From an optimization exercise on the open Yosys and OpenROAD flow, aimed at small area; shortcuts taken in it are not production practice.
Where RTL was checked, it was by simulation tests only, not by an equivalence proof against the original.
No activity file was given, so power comes from the tool's default toggle rates. The clock port is modelled as an ideal driver; clocking choices that lean on that would not hold on a real chip.

==> flow/design.v (excerpt) <==
module axi_bridge (
    input               axi_clk         ,
    input               axi_rst         ,
    input     [31:00]   axi_araddr      ,
    input     [02:00]   axi_arprot      ,
    output reg          axi_arready     ,
    input               axi_arvalid     ,
    output reg[31:00]   axi_rdata       ,
    input               axi_rready      ,
    output    [01:00]   axi_rresp       ,
    output reg          axi_rvalid      ,
    input     [31:00]   axi_awaddr      ,
    input     [02:00]   axi_awprot      ,
    output reg          axi_awready     ,
    input               axi_awvalid     ,
    input     [31:00]   axi_wdata       ,
    output reg          axi_wready      ,
    input     [03:00]   axi_wstrb       ,
    input               axi_wvalid      ,
    input               axi_bready      ,
    output    [01:00]   axi_bresp       ,
    output reg          axi_bvalid      ,
    output reg[31:00]   user_rd_data0   ,
    output reg[31:00]   user_rd_data1   ,
    output reg[31:00]   user_rd_data2   ,
    output reg[31:00]   user_rd_data3   ,
    output reg[31:00]   user_rd_data4   ,
    output reg[31:00]   user_rd_data5   ,
    output reg[31:00]   user_rd_data6   ,
    output reg[31:00]   user_rd_data7   ,
    input     [31:00]   user_wr_data0   ,
    input     [31:00]   user_wr_data1   ,
    input     [31:00]   user_wr_data2   ,
    input     [31:00]   user_wr_data3   ,
    input     [31:00]   user_wr_data4   ,
    input     [31:00]   user_wr_data5   ,
    input     [31:00]   user_wr_data6   ,
    input     [31:00]   user_wr_data7
);
Size in the first run: ~1600 cells after synthesis, ~28000 sq um of cells after synthesis.
export LEC_CHECK = 0
export CAP_MARGIN = 10
export CORE_MARGIN = 2
export CORE_UTILIZATION = 65
export GPL_TIMING_DRIVEN = 0
export PLACE_DENSITY = 0.8
export SLEW_MARGIN = 10
create_clock -name core_clock -period 5.0 [get_ports {axi_clk}]
standard.sh (not shown) runs the stock make flow with config.mk's settings and CLKGATE_MAP_FILE= SYNTH_SCRIPT=/design/flow/synth_recipe.tcl, a recipe that flattens the netlist after the stock synthesis.
==> flow/flow/run.sh <==
#!/bin/bash
set -euo pipefail
export BUFFER_PORTS_ARGS="-buffer_cell sky130_fd_sc_hd__buf_1"
export CTS_ARGS="-sink_clustering_enable -repair_clock_nets -dont_use_dummy_load -sink_clustering_size 32 -sink_clustering_max_diameter 100"
bash standard.sh finish > flow_make.log 2>&1
The baseline ran to the end with no violations.
Rerun with:
==> flow/flow/run.sh (replaced) <==
#!/bin/bash
# Standard layout, with the smallest buffer on the ports and a clock tree
# of larger sink clusters without dummy loads.
set -euo pipefail
export BUFFER_PORTS_ARGS="-buffer_cell sky130_fd_sc_hd__buf_1"
export CTS_ARGS="-sink_clustering_enable -repair_clock_nets -dont_use_dummy_load -sink_clustering_size 30 -sink_clustering_max_diameter 100"
bash standard.sh finish > flow_make.log 2>&1
--- a/flow/config.mk
+++ b/flow/config.mk
@@ -7,7 +7,6 @@
 export LEC_CHECK = 0
-export CAP_MARGIN = 10
+export CAP_MARGIN = 20
 export CORE_MARGIN = 2
-export CORE_UTILIZATION = 65
-export GPL_TIMING_DRIVEN = 0
-export PLACE_DENSITY = 0.8
-export SLEW_MARGIN = 10
+export CORE_UTILIZATION = 40
+export PLACE_DENSITY = 0.6
+export SLEW_MARGIN = 20
What happened:
- The new run completed with no timing, DRC or antenna violations
- synthesized area is unchanged
- critical path depth climbs by 1
- die area climbs by well over a third
- via count drops by a little under a tenth
- worst setup slack gains 0.25 ns
- clock-buffer cell count climbs by 3
- core utilization drops by 29 points
- global-route usage drops by 16 points
- routed wire length drops by a few percent
- first-iteration DRC count drops by a quarter to a third
- final area climbs slightly
Rerun with:
--- a/flow/flow/run.sh
+++ b/flow/flow/run.sh
@@ -1,4 +1,2 @@
 #!/bin/bash
-# Standard layout, with the smallest buffer on the ports and a clock tree
-# of larger sink clusters without dummy loads.
 set -euo pipefail
--- a/flow/config.mk
+++ b/flow/config.mk
@@ -7,6 +7,6 @@
 export LEC_CHECK = 0
-export CAP_MARGIN = 20
+export CAP_MARGIN = 10
 export CORE_MARGIN = 2
-export CORE_UTILIZATION = 40
-export PLACE_DENSITY = 0.6
-export SLEW_MARGIN = 20
+export CORE_UTILIZATION = 65
+export PLACE_DENSITY = 0.8
+export SLEW_MARGIN = 10
The new run ran to the end with no violations; cell count goes down by roughly a tenth; total power goes down slightly; via count goes up by a few percent; final area goes down slightly; worst hold slack is worse by 0.017 ns; routed wire length goes down by a few percent; clock power goes down slightly.
Rerun with:
--- a/flow/config.mk
+++ b/flow/config.mk
@@ -9,4 +9,4 @@
 export CORE_MARGIN = 2
-export CORE_UTILIZATION = 65
-export PLACE_DENSITY = 0.8
+export CORE_UTILIZATION = 75
+export PLACE_DENSITY = 0.85
 export SLEW_MARGIN = 10
=> Sequential share of layout area rose by 0.15 points. Die area fell by roughly a tenth. Register-to-register slack gains 0.16 ns. Routed wire length rose by a little under a tenth. Area after synthesis stays the same. Sequential power is about the same. Clock skew fell by 0.0046 ns. Worst hold slack gains 0.061 ns.

wip/xenon:
Starting RTL as in the previous note.
export LEC_CHECK = 0
export CAP_MARGIN = 10
export CORE_MARGIN = 2
export CORE_UTILIZATION = 65
export PLACE_DENSITY = 0.8
export SLEW_MARGIN = 10
create_clock -name core_clock -period 5.0 [get_ports {axi_clk}]
==> flow/flow/run.sh <==
#!/bin/bash
set -euo pipefail
export BUFFER_PORTS_ARGS="-buffer_cell sky130_fd_sc_hd__buf_1"
export CTS_ARGS="-sink_clustering_enable -repair_clock_nets -dont_use_dummy_load -sink_clustering_size 20 -sink_clustering_max_diameter 80 -buf_list sky130_fd_sc_hd__clkbuf_8"
bash standard.sh finish > flow_make.log 2>&1
wip/xenon finished every step from synthesis to the final layout, and the layout passed the timing, DRC and antenna checks.
Setup changes, wip/xenon to wip/juniper
==> flow/flow/run.sh <==
#!/bin/bash
set -euo pipefail
export BUFFER_PORTS_ARGS="-buffer_cell sky130_fd_sc_hd__buf_1"
export CTS_ARGS="-sink_clustering_enable -repair_clock_nets -dont_use_dummy_load -sink_clustering_size 36 -sink_clustering_max_diameter 60"
bash standard.sh finish > flow_make.log 2>&1
--- a/flow/config.mk
+++ b/flow/config.mk
@@ -8 +8 @@
-export CAP_MARGIN = 10
+export CAP_MARGIN = 20
@@ -10,3 +10,3 @@
-export CORE_UTILIZATION = 65
-export PLACE_DENSITY = 0.8
-export SLEW_MARGIN = 10
+export CORE_UTILIZATION = 40
+export PLACE_DENSITY = 0.6
+export SLEW_MARGIN = 20
Findings:
- Delta (wip/juniper minus wip/xenon): detailed route wirelength on metal2 rose about 8%, combinational gate power rose about 0.5%, height of the die rose about 27%, total vias in the final route fell 339.
- The start point of the critical path comes out c2 in one run and axi_araddr[3] in the other, namely in wip/xenon and wip/juniper respectively.
- Area of the die grows by more than half when moving from wip/xenon to wip/juniper.
- Taking wip/xenon as 1.0, wip/juniper lands at 0.945 on clock-buffer cell count.
- Against wip/xenon, the final cell area of wip/juniper is higher.
- Length of routed wiring on met1 (wip/xenon / wip/juniper): 0.849
- wip/juniper vs wip/xenon, met3 usage went down by 3.8 points.
Input-level comparison between wip/cedar and wip/juniper:
==> flow/flow/run.sh <==
#!/bin/bash
# The standard layout (standard.sh, unchanged synthesis and steps) with two
# changes: the port buffers use the smallest buffer cell, and the clock tree
# is built from clkbuf_8 leaf buffers driving up to 17 flip-flops each,
# without dummy loads. The make output goes to flow_make.log; each ORFS step
# keeps its own log under orfs/logs/.
set -euo pipefail
export BUFFER_PORTS_ARGS="-buffer_cell sky130_fd_sc_hd__buf_1"
export CTS_ARGS="-sink_clustering_enable -repair_clock_nets -dont_use_dummy_load -sink_clustering_size 17 -sink_clustering_max_diameter 70 -buf_list sky130_fd_sc_hd__clkbuf_8"
bash standard.sh finish > flow_make.log 2>&1
--- a/flow/config.mk
+++ b/flow/config.mk
@@ -8 +8 @@
-export CAP_MARGIN = 20
+export CAP_MARGIN = 10
@@ -10,3 +10,3 @@
-export CORE_UTILIZATION = 40
-export PLACE_DENSITY = 0.6
-export SLEW_MARGIN = 20
+export CORE_UTILIZATION = 65
+export PLACE_DENSITY = 0.8
+export SLEW_MARGIN = 10
Results
- Looking only at worst-case vdd ir drop, and setting everything else aside, the higher value of wip/cedar and wip/juniper goes to wip/cedar.
- Routed wire in wip/cedar totals less than in wip/juniper.
- For fmax, dividing the value from wip/juniper by the value from wip/cedar gives 1.09.
- On total global-route track usage: between wip/cedar and wip/juniper, it ends up lower for wip/juniper.
- Summary of wip/cedar over wip/juniper: register-to-register setup slack went down 0.43 ns; final period utilization has increased; cell area lower; setup slack after layout now smaller.

Setup of main:
Another version of the RTL of axi_bridge (not shown whole).
Size in the first run: about 990 flip-flops, ~670 I/O pins, ~31,000 um2 of cells after synthesis.
==> flow/design.v (excerpt) <==
module axi_bridge (
    input               axi_clk         ,
    input               axi_rst         ,
    input     [31:00]   axi_araddr      ,
    input     [02:00]   axi_arprot      ,
    output reg          axi_arready     ,
    input               axi_arvalid     ,
    output reg[31:00]   axi_rdata       ,
    input               axi_rready      ,
    output    [01:00]   axi_rresp       ,
    output reg          axi_rvalid      ,
    input     [31:00]   axi_awaddr      ,
    input     [02:00]   axi_awprot      ,
    output reg          axi_awready     ,
    input               axi_awvalid     ,
    input     [31:00]   axi_wdata       ,
    output reg          axi_wready      ,
    input     [03:00]   axi_wstrb       ,
    input               axi_wvalid      ,
    input               axi_bready      ,
    output    [01:00]   axi_bresp       ,
    output reg          axi_bvalid      ,
    output reg[31:00]   user_rd_data0   ,
    output reg[31:00]   user_rd_data1   ,
    output reg[31:00]   user_rd_data2   ,
    output reg[31:00]   user_rd_data3   ,
    output reg[31:00]   user_rd_data4   ,
    output reg[31:00]   user_rd_data5   ,
    output reg[31:00]   user_rd_data6   ,
    output reg[31:00]   user_rd_data7   ,
    input     [31:00]   user_wr_data0   ,
    input     [31:00]   user_wr_data1   ,
    input     [31:00]   user_wr_data2   ,
    input     [31:00]   user_wr_data3   ,
    input     [31:00]   user_wr_data4   ,
    input     [31:00]   user_wr_data5   ,
    input     [31:00]   user_wr_data6   ,
    input     [31:00]   user_wr_data7
);
    assign axi_rresp = 2'b00;
    assign axi_bresp = 2'b00;
    reg [255:0] smp_a, smp_b;
    always @(posedge axi_clk) begin
        smp_a <= {user_wr_data7, user_wr_data6, user_wr_data5, user_wr_data4,
                  user_wr_data3, user_wr_data2, user_wr_data1, user_wr_data0};
        smp_b <= smp_a;
    end
    reg  [2:0]  wa;       
    reg         wa_ok;    
    reg [31:0]  write_data;
    reg         write_evt;
    always @(posedge axi_clk or posedge axi_rst) begin
        if (axi_rst) begin
            axi_awready <= 1'b1;
            wa          <= 3'd0;
            wa_ok       <= 1'b1;
        end else begin
  ...
clock: 5.0 ns
lec_check: 0
abc_area: 1
cap_margin: 20
core_margin: 2
core_utilization: 40
cts_buf_list: sky130_fd_sc_hd__clkbuf_4 sky130_fd_sc_hd__clkbuf_8
place_density: 0.6
slew_margin: 20
run.sh (not shown) runs the stock make flow with config.mk's settings and CLKGATE_MAP_FILE= SYNTH_SCRIPT=/design/flow/synth_recipe.tcl, a recipe that flattens the netlist after the stock synthesis.
Stock flow here: none of the scripts above is used.
Setup changes, main to the feature branch
==> flow/flow/run.sh (new file) <==
#!/bin/bash
# Standard layout, with the smallest buffer on the ports.
set -euo pipefail
export BUFFER_PORTS_ARGS="-buffer_cell sky130_fd_sc_hd__buf_1"
bash standard.sh finish > flow_make.log 2>&1
==> flow/standard.sh (new file) <==
#!/bin/bash
# synth_recipe.tcl (not shown) runs the flow's synth.tcl, then flattens the netlist and writes it again
# the make line also repeats each setting of config.mk as NAME=value (left out here)
make -C /OpenROAD-flow-scripts/flow DESIGN_CONFIG=/design/flow/config.mk WORK_HOME=/design/flow/orfs CLKGATE_MAP_FILE= SYNTH_SCRIPT=/design/flow/synth_recipe.tcl "${@:-finish}"
removed: flow/run.sh
[summary]
- Every run in the comparison, main and the feature branch, completed the flow with a clean layout.
- The worst-path cell with the longest stage delay comes out sky130_fd_sc_hd__nor3_4 in one run and sky130_fd_sc_hd__buf_4 in the other, namely in the feature branch and main respectively.
- Going from main to the feature branch, sequential power comparable, number of fill cells now larger, portion of total power attributed to the clock network now larger, largest net degree at the start of global routing now smaller.

Setup of run a:
axi_bridge, a different RTL version from the one above (not shown whole).
For scale: ~1800 cells after synthesis, about 990 flip-flops, ~0.029 mm^2 of cells after synthesis.
export LEC_CHECK = 0
export CAP_MARGIN = 20
export CORE_MARGIN = 2
export CORE_UTILIZATION = 40
export CTS_CLUSTER_DIAMETER = 100
export CTS_CLUSTER_SIZE = 30
export PLACE_DENSITY = 0.6
export SLEW_MARGIN = 20
create_clock -name core_clock -period 5.0 [get_ports {axi_clk}]
standard.sh (not shown) runs the stock make flow with config.mk's settings and CLKGATE_MAP_FILE= SYNTH_SCRIPT=/design/flow/synth_recipe.tcl, a recipe that flattens the netlist after the stock synthesis.
==> flow/flow/run.sh <==
#!/bin/bash
# Standard layout, with the smallest buffer on the ports.
set -euo pipefail
export BUFFER_PORTS_ARGS="-buffer_cell sky130_fd_sc_hd__buf_1"
bash standard.sh finish > flow_make.log 2>&1
Having completed the whole flow, run a delivered a layout that passed the timing, DRC and antenna checks.
The inputs of run b differ from those of run a as listed below.
==> flow/flow/run.sh <==
#!/bin/bash
# Standard layout, with the smallest buffer on the ports and a clock tree
# of larger sink clusters without dummy loads.
set -euo pipefail
export BUFFER_PORTS_ARGS="-buffer_cell sky130_fd_sc_hd__buf_1"
export CTS_ARGS="-sink_clustering_enable -repair_clock_nets -dont_use_dummy_load -sink_clustering_size 30 -sink_clustering_max_diameter 100"
bash standard.sh finish > flow_make.log 2>&1
-- flow/config.mk --
<<< run a, line 10
export CORE_UTILIZATION = 40
export CTS_CLUSTER_DIAMETER = 100
export CTS_CLUSTER_SIZE = 30
export PLACE_DENSITY = 0.6
>>> run b, line 10
export CORE_UTILIZATION = 40
export PLACE_DENSITY = 0.6
Sequential share of layout area on run b is up relative to run a.
Comparing run a and run b, the lower detailed-router iteration count before antenna repair was measured on run b.
As far as count of unique library cells instantiated by Yosys goes, run a and run b are indistinguishable; the numbers are identical.
From run a to run b the numbers moved as follows: required time of the critical path lower, fmax lower, number of placed I/O pins roughly the same.
There was hardly any difference in routed wire length between run a and run b.
Run b vs. run a: number of global-route vias before repair stayed essentially flat; fraction of power consumed by the clock network lower.
No run of this note included a check of the RTL's function; only the layout flow was run.

afterwards: timing with drivers on the ports:
The results above use ideal ports. As a check the final layouts listed here were re-extracted and re-timed, cells and wires unchanged. Step 1 assumes that a clkbuf_16 drives the clock port and a buf_2 every other input. Step 2 moves the port delays by t, midway between the first and last clock arrival at a register: inputs arrive t later, outputs are due t later. That takes back most of the time a late clock gives input paths. Three values: ideal ports, drivers, drivers and shift; two values: the first two.
run	shift t [ns]	setup slack, ns	hold WS [ns]	slew at the worst register clock pin (ns)	worst slew at a driven data input, ns
the first run of note 1	0.645	2.326 / 2.329 / 1.684	0.258 / 0.258 / 0.258	0.12 / 0.12	0.12
the second run of note 1	0.630	2.580 / 2.614 / 1.984	0.286 / 0.286 / 0.286	0.12 / 0.12	0.10
the third run of note 1	0.638	2.363 / 2.363 / 1.989	0.269 / 0.269 / 0.269	0.11 / 0.11	0.12
the fourth run of note 1	0.614	2.363 / 2.370 / 1.756	0.330 / 0.330 / 0.330	0.11 / 0.11	0.12
wip/xenon	0.703	2.366 / 2.366 / 1.986	0.311 / 0.311 / 0.311	0.12 / 0.12	0.12
wip/juniper	0.663	2.574 / 2.598 / 1.947	0.293 / 0.293 / 0.293	0.12 / 0.12	0.10
wip/cedar	0.698	2.361 / 2.361 / 1.985	0.307 / 0.307 / 0.307	0.11 / 0.11	0.11
main	0.843	2.008 / 2.023 / 1.180	0.314 / 0.314 / 0.314	0.07 / 0.07	0.12
the feature branch	0.855	2.151 / 2.150 / 1.295	0.267 / 0.230 / 0.319	0.07 / 0.07	0.12
run a	0.676	1.343 / 1.373 / 0.697	0.204 / 0.163 / 0.322	0.11 / 0.11	0.16
run b	0.645	1.308 / 1.338 / 0.693	0.234 / 0.194 / 0.292	0.11 / 0.11	0.16
After both steps every run listed still meets setup and hold. The setup slack of the feature branch, which loses most, moves by -0.001 ns with the drivers and by -0.856 ns with both steps.
